Source: an optimization exercise on an open RTL-to-GDS flow (aim: small area). Production flows keep margins and buffers that such runs may drop. Where RTL was checked, it was by simulation tests only, not by an equivalence proof against the original. No driver is modelled on the clock port, so clocking that relies on it looks cheaper here than on a real chip. Power and IR drop assume default switching activity.

## run A
Design sd_slv_top, start of the top module:
module sd_slv_top(CLK, rst, CMD_i, CMD_o, CMD_oe, DATA_o, DATA_oe);
Size in the first run: about 1100 cells after synthesis, about 250 flip-flops, roughly 13 I/O pins, ~11000 um^2 of cells after synthesis.
clock: 10.0 ns
lec_check: 0
cap_margin: 20
core_margin: 2
core_utilization: 70
cts_cluster_diameter: 60
cts_cluster_size: 30
place_density: 0.85
slew_margin: 20
run.sh (not shown) runs the stock make flow with config.mk's settings and CLKGATE_MAP_FILE= SYNTH_SCRIPT=/design/flow/synth_recipe.tcl, a recipe that flattens the netlist after the stock synthesis.
Run A went all the way through the flow, and no timing, DRC or antenna check failed.
The inputs of run B differ from those of run A as listed below.
# run A
export LEC_CHECK = 0
export CAP_MARGIN = 20
export CORE_MARGIN = 2
export CORE_UTILIZATION = 70
export CTS_CLUSTER_DIAMETER = 60
export CTS_CLUSTER_SIZE = 30
export PLACE_DENSITY = 0.85
export SLEW_MARGIN = 20
create_clock -name core_clock -period 10.0 [get_ports {CLK}]
# run B
export LEC_CHECK = 0
export CAP_MARGIN = 20
export CORE_MARGIN = 2
export CORE_UTILIZATION = 70
export PLACE_DENSITY = 0.85
export SLEW_MARGIN = 20
create_clock -name core_clock -period 10.0 [get_ports {CLK}]
==> flow/flow/run.sh (new file) <==
#!/bin/bash
# Own flow: the standard layout (standard.sh), with two changes:
# - the clock tree is built without dummy load cells, with sink clusters of
#   up to 35 registers within 80 um (CTS_ARGS replaces ORFS's
#   clock_tree_synthesis arguments);
# - the port buffers are the smallest buffer (BUFFER_PORTS_ARGS).
set -euo pipefail
export CTS_ARGS="-sink_clustering_enable -repair_clock_nets -sink_clustering_size 35 -sink_clustering_max_diameter 80 -dont_use_dummy_load"
export BUFFER_PORTS_ARGS="-buffer_cell sky130_fd_sc_hd__buf_1"
bash standard.sh > standard.log 2>&1
==> flow/standard.sh (new file) <==
#!/bin/bash
# synth_recipe.tcl (not shown) runs the flow's synth.tcl, then flattens the netlist and writes it again
# the make line also repeats each setting of config.mk as NAME=value (left out here)
make -C /OpenROAD-flow-scripts/flow DESIGN_CONFIG=/design/flow/config.mk WORK_HOME=/design/flow/orfs CLKGATE_MAP_FILE= SYNTH_SCRIPT=/design/flow/synth_recipe.tcl "${@:-finish}"
removed: flow/run.sh
Results
- In terms of summed instance area of the synthesized netlist, run B and run A differ only marginally.
- Run B against run A: final cell count lower, total half-perimeter wirelength after legalization and detailed placement lower, number of global-route vias before repair higher.
- As of run B, first-pass GRT wire length had fallen slightly compared to run A.
- Looking at vias per cell, run B sits 0.029 higher than run A does.
- Area growth from synthesis to layout ends up higher on run A.
Here is what was changed in the inputs of run C compared with run B.
==> flow/flow/run.sh <==
#!/bin/bash
# Own flow: the standard layout, with the clock tree built without
# dummy load cells (CTS_ARGS replaces ORFS's clock_tree_synthesis arguments).
set -euo pipefail
export CTS_ARGS="-sink_clustering_enable -repair_clock_nets -sink_clustering_size 30 -sink_clustering_max_diameter 60 -dont_use_dummy_load -buf_list {sky130_fd_sc_hd__clkbuf_8 sky130_fd_sc_hd__clkbuf_16}"
bash standard.sh > standard.log 2>&1
- Summary of the comparison: setup slack is lower in run C, relative to run B.
- Comparing pre-CTS worst setup slack for run B and run C, the bigger number came from run B.
- Number of placed instances with taps included across run B and run C: no real change.
- Run C — sequential share of layout area 0.71 points lower, run B as reference
- From run B to run C the numbers moved as follows: number of standard cells in the final layout excluding fillers grew by 0.32%; share of the final layout cell area in multi-input gates shrank by 0.57 points; global-route usage held steady; power in the clock group grew by about 13%.
- Re switching power: run B was lower than run C.
Input-level comparison between run D and run C:
==> flow/flow/run.sh <==
#!/bin/bash
# Own flow: the standard layout, with the clock tree built without
# dummy load cells (CTS_ARGS replaces ORFS's clock_tree_synthesis arguments).
set -euo pipefail
export CTS_ARGS="-sink_clustering_enable -repair_clock_nets -sink_clustering_size 30 -sink_clustering_max_diameter 60 -dont_use_dummy_load"
bash standard.sh > standard.log 2>&1
[summary]
- On post-layout utilization of the core, run D and run C are basically level.
- The delay of the slowest cell on the worst path was comparable across run D and run C.
- Run C -> run D: total stage count of the critical path delta 0, exact match
- From run C to run D the numbers moved as follows: number of clock buffers in the layout held steady, wire length held steady, total area of multi-input combinational cells held steady, area after synthesis held steady, final cell count held steady.
Modified inputs, run E compared to run D
==> flow/flow/run.sh <==
#!/bin/bash
# Own flow: the standard layout (standard.sh), with two changes:
# - the clock tree is built without dummy load cells, with sink clusters of
#   up to 30 registers within 100 um (CTS_ARGS replaces ORFS's
#   clock_tree_synthesis arguments);
# - the port buffers are the smallest buffer (BUFFER_PORTS_ARGS).
set -euo pipefail
export CTS_ARGS="-sink_clustering_enable -repair_clock_nets -sink_clustering_size 30 -sink_clustering_max_diameter 100 -dont_use_dummy_load"
export BUFFER_PORTS_ARGS="-buffer_cell sky130_fd_sc_hd__buf_1"
bash standard.sh > standard.log 2>&1
Results
Diff run D -> run E | global routing met2 resource utilization | decrease of 0.96 points. Overall power (lower): run E. Changes observed in run E relative to run D: met2 wire length saw a decrease, post-route core utilization saw a decrease, power attributed to the clock group lost 11%, number of vias after detailed routing shows a reduction of 1.1%. Compared with run D, run E shows a lower time the final worst path needs with I/O delays and setup. Looking at non-clock buffer total of the final layout, run E sits 1 lower than run D does.

## job 101
Another version of the RTL of sd_slv_top (not shown whole).
Size: roughly 1100 cells after synthesis, ~250 flip-flops, about 11000 um^2 of cells after synthesis.
==> flow/design.v (excerpt) <==
module sd_slv_top(CLK, rst, CMD_i, CMD_o, CMD_oe, DATA_o, DATA_oe);
Settings: LEC_CHECK=0, CAP_MARGIN=20, CORE_MARGIN=2, CORE_UTILIZATION=70, CTS_CLUSTER_DIAMETER=60, CTS_CLUSTER_SIZE=30, PLACE_DENSITY=0.85, SLEW_MARGIN=20; clock period 10.0 ns.
Stock flow here: none of the scripts above is used.
Relative to job 101, the following input files were edited for job 102:
- PLACE_DENSITY changed from 0.85 to 0.6
- CORE_UTILIZATION changed from 70 to 40
Results
Looking only at final-layout fill cell count, and setting everything else aside, the higher value of job 102 and job 101 goes to job 102. Area: job 102 vs job 101 -> job 102 larger. Job 102 vs job 101 — via count normalized by instance count dropped by more than 10%. As far as total setup violations reported at the end of the flow goes, job 102 and job 101 are indistinguishable; the numbers are identical. Job 102 vs. job 101: via count of the first global-routing pass picked up an extra 3.8%; count of vias placed by the detailed router lost about 1.6%; HPWL after detailed placement picked up an extra 4.1%; count of placed standard cells including taps picked up an extra 153. On non-clock buffer area fraction after layout, job 102 tracks job 101 almost exactly.
No functional check of the RTL was part of any run of this note.

static timing again, ports no longer ideal:
No port has a modelled driver above. Below, the same layouts with a new extraction and two added sets of constraints. Step 1: set_driving_cell puts a clkbuf_16 on CLK and a buf_2 on each other input, an assumption about the parent block. Step 2 moves the port delays by t, midway between the first and last clock arrival at a register: inputs arrive t later, outputs are due t later. That takes back most of the time a late clock gives input paths. a / b / c = ideal / step 1 / step 2; a / b = the first two.
| run | shift t [ns] | setup slack, ns | hold slack, ns | worst data-port slew with drivers (ns) |
|---|---|---|---|---|
| run A | 0.529 | 6.090 / 6.045 / 6.302 | 0.372 / 0.372 / 0.372 | 0.03 |
| run B | 0.508 | 6.530 / 6.484 / 6.514 | 0.357 / 0.357 / 0.357 | 0.03 |
| run C | 0.516 | 6.103 / 6.058 / 6.318 | 0.371 / 0.371 / 0.371 | 0.03 |
| run D | 0.516 | 6.103 / 6.058 / 6.318 | 0.371 / 0.371 / 0.371 | 0.03 |
| run E | 0.496 | 6.529 / 6.486 / 6.504 | 0.370 / 0.370 / 0.370 | 0.03 |
| job 101 | 0.532 | 6.168 / 6.125 / 6.332 | 0.369 / 0.369 / 0.369 | 0.03 |
| job 102 | 0.579 | 6.118 / 6.076 / 6.285 | 0.366 / 0.366 / 0.366 | 0.03 |
After both steps setup and hold are still met in every run listed. The setup slack of run E, which loses most, moves by -0.043 ns with the drivers and by -0.025 ns with both steps. Setup slack includes reset recovery checks.
